Source: an optimization exercise on an open RTL-to-GDS flow (aim: small area and a short achievable clock period). Production flows keep margins and buffers that such runs may drop. Function was checked by simulation only, so behaviour that the tests miss may differ from the original.

== the reference run ==
==> flow/design.v <==
module hd_calcu_4m(input [15:0] a,
                   output [4:0] hd
                  );
  wire [4:0] s1, c1;
  wire [1:0] s2, c2;
  wire t, u, t2, u2, t3, u3, u4, h, v, y, y2;
  ham_fa f0 (a[0],  a[1],  a[2],  c1[0], s1[0]);
  ham_fa f1 (a[3],  a[4],  a[5],  c1[1], s1[1]);
  ham_fa f2 (a[6],  a[7],  a[8],  c1[2], s1[2]);
  ham_fa f3 (a[9],  a[10], a[11], c1[3], s1[3]);
  ham_fa f4 (a[12], a[13], a[14], c1[4], s1[4]);
  ham_fa f5 (s1[0], s1[1], s1[2], c2[0], s2[0]);
  ham_fa f6 (s1[3], s1[4], a[15], c2[1], s2[1]);
  ham_ha h0 (s2[0], s2[1], h, hd[0]);
  ham_fa f7 (c1[0], c1[1], c1[2], u,  t);
  ham_fa f8 (t,     c1[3], c1[4], u2, t2);
  ham_fa f9 (t2,    c2[0], c2[1], u3, t3);
  ham_ha h1 (t3,    h,            u4, hd[1]);
  ham_fa f10 (u, u2, u3, y, v);
  ham_ha h2 (v, u4, y2, hd[2]);
  ham_ha h3 (y, y2, hd[4], hd[3]);
endmodule
module ham_fa(input a, input b, input c, output co, output s);
  assign s  = a ^ b ^ c;
  assign co = (a & b) | (a & c) | (b & c);
endmodule
module ham_ha(input a, input b, output co, output s);
  assign s  = a ^ b;
  assign co = a & b;
endmodule
module ham(data_in, data_out, clk, resetn);
input [31:0] data_in;
input clk, resetn;
output reg [33:0] data_out;
wire p1 = data_out[1];
wire p0 = data_out[0];
wire [15:0] va, vb, vn, vz;
genvar k;
generate
  for (k = 0; k < 16; k = k + 1) begin : pr
    wire d1 = data_in[2*k+1];
    wire d0 = data_in[2*k];
    wire q1 = data_out[2*k+3];
    wire q0 = data_out[2*k+2];
    wire x  = d1 ^ d0;
    assign va[k] = d1 ^ q1;
    assign vb[k] = d0 ^ q0;
    assign vn[k] = x ? va[k] : ~vb[k];
    assign vz[k] = x ? ~vb[k] : va[k];
  end
endgenerate
wire [4:0] A, B, N, Z;
hd_calcu_4m ca(va, A);
hd_calcu_4m cb(vb, B);
hd_calcu_4m cn(vn, N);
hd_calcu_4m cz(vz, Z);
function geq;
  input [4:0] u, v;
  input c;
  reg cy;
  integer j;
  begin
    cy = ~c;
    for (j = 0; j < 5; j = j + 1)
      cy = (u[j] & ~v[j]) | (u[j] & cy) | (~v[j] & cy);
    geq = cy;
  end
endfunction
wire ie = A[4] | (A[3] & (~p1 | A[2] | A[1] | A[0]));
wire io = B[4] | (B[3] & (~(p1 & p0) | B[2] | B[1] | B[0])) |
          (~p1 & ~p0 & B[2] & B[1] & B[0]);
wire se = N[4] | (N[3] & (p0 | ~p1 | N[2] | N[1] | N[0])) |
          (p0 & ~p1 & N[2] & N[1] & N[0]);
wire so = ~Z[4] & (~Z[3] | (~p1 & ~Z[2] & ~Z[1] & ~Z[0]));
wire is = geq(A, N, p0);
wire eo = geq(B, A, p0);
wire sel_i = ie & io & is;
wire sel_s = ~is & se & so;
wire sel_e = ~ie & ~se & eo;
wire c1 = ~sel_i & ~sel_s;
wire c0 = ~sel_i & ~sel_e;
wire inv1 = ~(c1 & ~c0);    
wire inv0 = ~(c1 & c0);     
reg [33:0] nxt;
integer i;
always @(*) begin
  nxt[1:0] = {c1, c0};
  for (i = 0; i < 16; i = i + 1) begin
    nxt[2*i+3] = sel_s ? data_in[2*i]   : data_in[2*i+1] ^ inv1;
    nxt[2*i+2] = sel_s ? data_in[2*i+1] : data_in[2*i]   ^ inv0;
  end
end
always @(posedge clk, negedge resetn)
begin
  if (!resetn)
    data_out <= 34'd0;
  else
    data_out <= nxt;
end
endmodule
clock: 12.5 ns
lec_check: 0
cap_margin: 20
core_margin: 2
core_utilization: 40
slew_margin: 20
standard.sh (not shown) runs the stock make flow with config.mk's settings and CLKGATE_MAP_FILE= SYNTH_SCRIPT=/design/flow/synth_recipe.tcl, a recipe that flattens the netlist after the stock synthesis.
==> flow/flow/run.sh <==
#!/bin/bash
set -euo pipefail
export BUFFER_PORTS_ARGS="-buffer_cell sky130_fd_sc_hd__buf_1"
bash standard.sh SETUP_SLACK_MARGIN=6 finish > standard.log 2>&1
--- input diff the reference run..the trial run ---
- an added SETUP_SLACK_MARGIN of 0
==> flow/flow/run.sh <==
#!/bin/bash
set -euo pipefail
export BUFFER_PORTS_ARGS="-buffer_cell sky130_fd_sc_hd__buf_1"
bash standard.sh > standard.log 2>&1
For the number of gates resized after cts, the trial run came in 141 lower than the reference run did. The trial run reports its capturing instance or port of the critical path as data_out[19]$_DFF_PN0_ while the reference run reports data_out[22]$_DFF_PN0_. The trial run vs. the reference run: global-route usage over all layers went down, die area did not really move.

* * *

v17:
RTL: the design.v shown in full above, as it stands there.
clock: 12.5 ns
lec_check: 0
cap_margin: 20
core_margin: 2
core_utilization: 40
setup_slack_margin: 3
slew_margin: 20
run.sh (not shown) runs the stock make flow with config.mk's settings and CLKGATE_MAP_FILE= SYNTH_SCRIPT=/design/flow/synth_recipe.tcl, a recipe that flattens the netlist after the stock synthesis.
Stock flow here: none of the scripts above is used.
v17 finished every stage and its layout cleared the timing, DRC and antenna checks.
## Diff of input files: v46 against v17
- clearing SETUP_SLACK_MARGIN, which used to be 3
==> flow/flow/run.sh (new file) <==
#!/bin/bash
set -euo pipefail
export BUFFER_PORTS_ARGS="-buffer_cell sky130_fd_sc_hd__buf_1"
bash standard.sh SETUP_SLACK_MARGIN=7 finish > standard.log 2>&1
==> flow/standard.sh (new file) <==
#!/bin/bash
# synth_recipe.tcl (not shown) runs the flow's synth.tcl, then flattens the netlist and writes it again
# the make line also repeats each setting of config.mk as NAME=value (left out here)
make -C /OpenROAD-flow-scripts/flow DESIGN_CONFIG=/design/flow/config.mk WORK_HOME=/design/flow/orfs CLKGATE_MAP_FILE= SYNTH_SCRIPT=/design/flow/synth_recipe.tcl "${@:-finish}"
removed: flow/run.sh
Findings:
Higher number of gates on the worst path with buffers counted was reported by v46, not v17. Looking at v17 and v46, the clock skew is a wash. v17 -> v46: post-placement cell count flat. Per the comparison of v46 with v17, worst-case setup margin in the final layout rose 1.79 ns; worst endpoint data arrival time fell 1.77 ns; wire length of the first global-routing pass increased about 12%; highest clock rate picked up an extra about 26%; post-route fraction of the period consumed by the critical path now smaller. v17 has a higher worst hold slack than v46. Of v46 and v17, it is v46 that has the higher count of plain and timing-repair buffers in the layout.
diff inputs: v46 => v37
- SETUP_SLACK_MARGIN: unset -> 5
==> flow/flow/run.sh <==
#!/bin/bash
set -euo pipefail
export BUFFER_PORTS_ARGS="-buffer_cell sky130_fd_sc_hd__buf_1"
bash standard.sh > standard.log 2>&1
### Flow results
Compared with v46, v37 ends up with less cell area. Placed instance area, v46 and v37: smaller value in v37. Per the comparison of v37 with v46, sequential share of cell area moved up; clock buffer count in the final layout level.
Input changes introduced in v44 (baseline for comparison: v37):
- a change of SETUP_SLACK_MARGIN from 5 to 0
==> flow/run.sh (new file) <==
#!/bin/bash
# synth_recipe.tcl (not shown) runs the flow's synth.tcl, then flattens the netlist and writes it again
# the make line also repeats each setting of config.mk as NAME=value (left out here)
make -C /OpenROAD-flow-scripts/flow DESIGN_CONFIG=/design/flow/config.mk WORK_HOME=/design/flow/orfs CLKGATE_MAP_FILE= SYNTH_SCRIPT=/design/flow/synth_recipe.tcl finish
removed: flow/flow/run.sh
removed: flow/standard.sh
Findings:
- v37: full flow OK, the timing, DRC and antenna checks passed
- v44 finished every step from synthesis to the final layout, and the layout passed the timing, DRC and antenna checks.
- Summary of v44 over v37: wire length after detailed routing decreased by 1100 µm relative to the old numbers; count of inverters not on the clock network in the layout held steady.
- Re number of vias in the routed layout: v37 and v44 aren't equal, and the higher value belongs to v37.
- Critical-path maximum fanout is lower on v37
- v44 does worse than v37 on final non-filler cell area.
- Comparing v37 with v44, the total of endpoints with negative setup slack in the final report came out essentially unchanged.

* * *

Setup of job 4112:
Another version of the RTL of ham (not shown whole).
For scale: ~340 cells after synthesis, ~68 I/O pins, roughly 0.0034 mm² of cells after synthesis.
==> flow/config.mk <==
export PLATFORM = sky130hd
export DESIGN_NAME = ham
export DESIGN_NICKNAME = ham
export VERILOG_FILES = /design/flow/design.v
export SDC_FILE = /design/flow/constraint.sdc
export NUM_CORES = 4
export LEC_CHECK = 0
export CAP_MARGIN = 20
export CORE_MARGIN = 2
export CORE_UTILIZATION = 60
export CTS_BUF_LIST = sky130_fd_sc_hd__clkbuf_8
export SETUP_SLACK_MARGIN = 5
export SLEW_MARGIN = 20
export SYNTH_HIERARCHICAL = 1
export SYNTH_MINIMUM_KEEP_SIZE = 0
==> flow/constraint.sdc <==
create_clock -name core_clock -period 12.5 [get_ports {clk}]
set_input_delay 2.5000 -clock core_clock [delete_from_list [all_inputs] [get_ports {clk}]]
set_output_delay 2.5000 -clock core_clock [all_outputs]
set_load 0.01 [all_outputs]
standard.sh (not shown) runs the stock make flow with config.mk's settings and CLKGATE_MAP_FILE= SYNTH_SCRIPT=/design/flow/synth_recipe.tcl, a recipe that flattens the netlist after the stock synthesis.
==> flow/flow/run.sh <==
#!/bin/bash
set -euo pipefail
export BUFFER_PORTS_ARGS="-buffer_cell sky130_fd_sc_hd__buf_1"
export CTS_ARGS="-sink_clustering_enable -repair_clock_nets -buf_list sky130_fd_sc_hd__clkbuf_8 -dont_use_dummy_load"
bash standard.sh SETUP_SLACK_MARGIN=5.5 finish > standard.log 2>&1
#### Input delta (job 3023 over job 4112)
==> flow/flow/run.sh <==
#!/bin/bash
set -euo pipefail
export BUFFER_PORTS_ARGS="-buffer_cell sky130_fd_sc_hd__buf_1"
export CTS_ARGS="-sink_clustering_enable -repair_clock_nets -buf_list sky130_fd_sc_hd__clkbuf_8 -dont_use_dummy_load"
bash standard.sh > standard.log 2>&1
--- outcome ---
- Routed wire length, job 3023 and job 4112, lower one = job 3023.
- Job 3023: setup slack lower than job 4112
- Taking job 4112 as the reference, in job 3023 non-clock buffer count lower; number of instances on the worst hold path flat; worst endpoint data arrival time increased 240 ps.
- Utilization in job 3023 is 2.8 points below job 4112.
## Diff of input files: job 3524 against job 3023
==> flow/flow/run.sh <==
#!/bin/bash
set -euo pipefail
export BUFFER_PORTS_ARGS="-buffer_cell sky130_fd_sc_hd__buf_1"
bash standard.sh RECOVER_POWER=100 finish > standard.log 2>&1
Job 3524 finished all stages; layout check result: FAIL, due to capacitance limit, slew limit. Job 3023 ran to completion and came out clean on the timing, DRC and antenna checks. When the final numbers for job 3023 and job 3524 were put side by side, the data arrival time of the critical path turned out to be greater in job 3524. Between job 3524 and job 3023, it is job 3524 whose synthesis-to-layout area growth is lower, by 0.44 points. Going from job 3023 to job 3524, portion of the clock cycle consumed by the worst path in the final layout rose by 2.7 points, count of maximum capacitance violations rose by 1, proportion of cell area occupied by multi-input gates fell by 0.72 points, filler-free cell count of the finished design rose by 3. Routed wire length for job 3524: about 1.5% up relative to job 3023. Between job 3023 and job 3524, the difference in number of diodes is negligible. Cmp job 3524 vs job 3023: clock period minus final worst setup slack higher in job 3524.
Input changes introduced in job 5632 (baseline for comparison: job 3524):
==> flow/flow/run.sh <==
#!/bin/bash
set -euo pipefail
export BUFFER_PORTS_ARGS="-buffer_cell sky130_fd_sc_hd__buf_1"
bash standard.sh > standard.log 2>&1
Results
- Compared to job 3524, the routing of job 5632 uses less wire.
- The layout from job 3524, despite a flow that completed every stage, fails the layout checks, with the failing checks listed as capacitance limit, slew limit.
- Job 5632 went all the way through the flow, and no timing, DRC or antenna check failed.
- Summary of job 5632 over job 3524: clock period minus final worst setup slack shows a reduction of 340 ps, final worst slack shows an increase of 340 ps, antenna diode instance count held steady.

==> port drivers added, routing unchanged <==
In the flow no input, the clock included, has a driving cell. The finished layouts below were timed again as built, in two steps. Step 1 sets driving cells, clkbuf_16 on the clock port and buf_2 on the other inputs (assumed; they add their load-dependent delay and slew). Step 2 adds t to the input delays and takes it off the output delays; t is the mean of the earliest and latest rising clock arrival at the registers after step 1. Input paths then give back, and output paths get back, about the clock's delay inside the block. Three values: ideal, step 1, step 2; two values: the first two.
| run | shift t [ns] | slack for setup (ns) | hold slack, ns | latest minus earliest clock arrival (ns) | worst data-port slew with drivers (ns) |
|---|---|---|---|---|---|
| the reference run | 0.321 | 5.659 / 5.633 / 5.312 | 1.272 / 1.272 / 1.272 | 0.004 / 0.004 | 0.07 |
| the trial run | 0.317 | 4.220 / 4.231 / 3.914 | 1.431 / 1.431 / 1.431 | 0.004 / 0.005 | 0.03 |
| v17 | 0.314 | 3.876 / 3.891 / 3.578 | 1.442 / 1.442 / 1.442 | 0.004 / 0.003 | 0.04 |
| v46 | 0.321 | 5.665 / 5.636 / 5.315 | 1.272 / 1.272 / 1.272 | 0.003 / 0.004 | 0.07 |
| v37 | 0.321 | 5.161 / 5.175 / 4.855 | 1.221 / 1.221 / 1.221 | 0.007 / 0.007 | 0.03 |
| v44 | 0.314 | 3.876 / 3.891 / 3.578 | 1.442 / 1.442 / 1.442 | 0.004 / 0.003 | 0.04 |
| job 4112 | 0.317 | 5.649 / 5.658 / 5.341 | 0.905 / 0.905 / 0.905 | 0.010 / 0.010 | 0.03 |
| job 3023 | 0.310 | 5.382 / 5.390 / 5.080 | 0.907 / 0.907 / 0.907 | 0.008 / 0.008 | 0.03 |
| job 3524 | 0.317 | 5.042 / 5.050 / 4.733 | 0.891 / 0.891 / 0.891 | 0.004 / 0.004 | 0.03 |
| job 5632 | 0.317 | 5.382 / 5.390 / 5.074 | 0.907 / 0.907 / 0.907 | 0.003 / 0.003 | 0.03 |
The setup slack of v46, which loses most, moves by -0.029 ns with the drivers and by -0.350 ns with both steps.
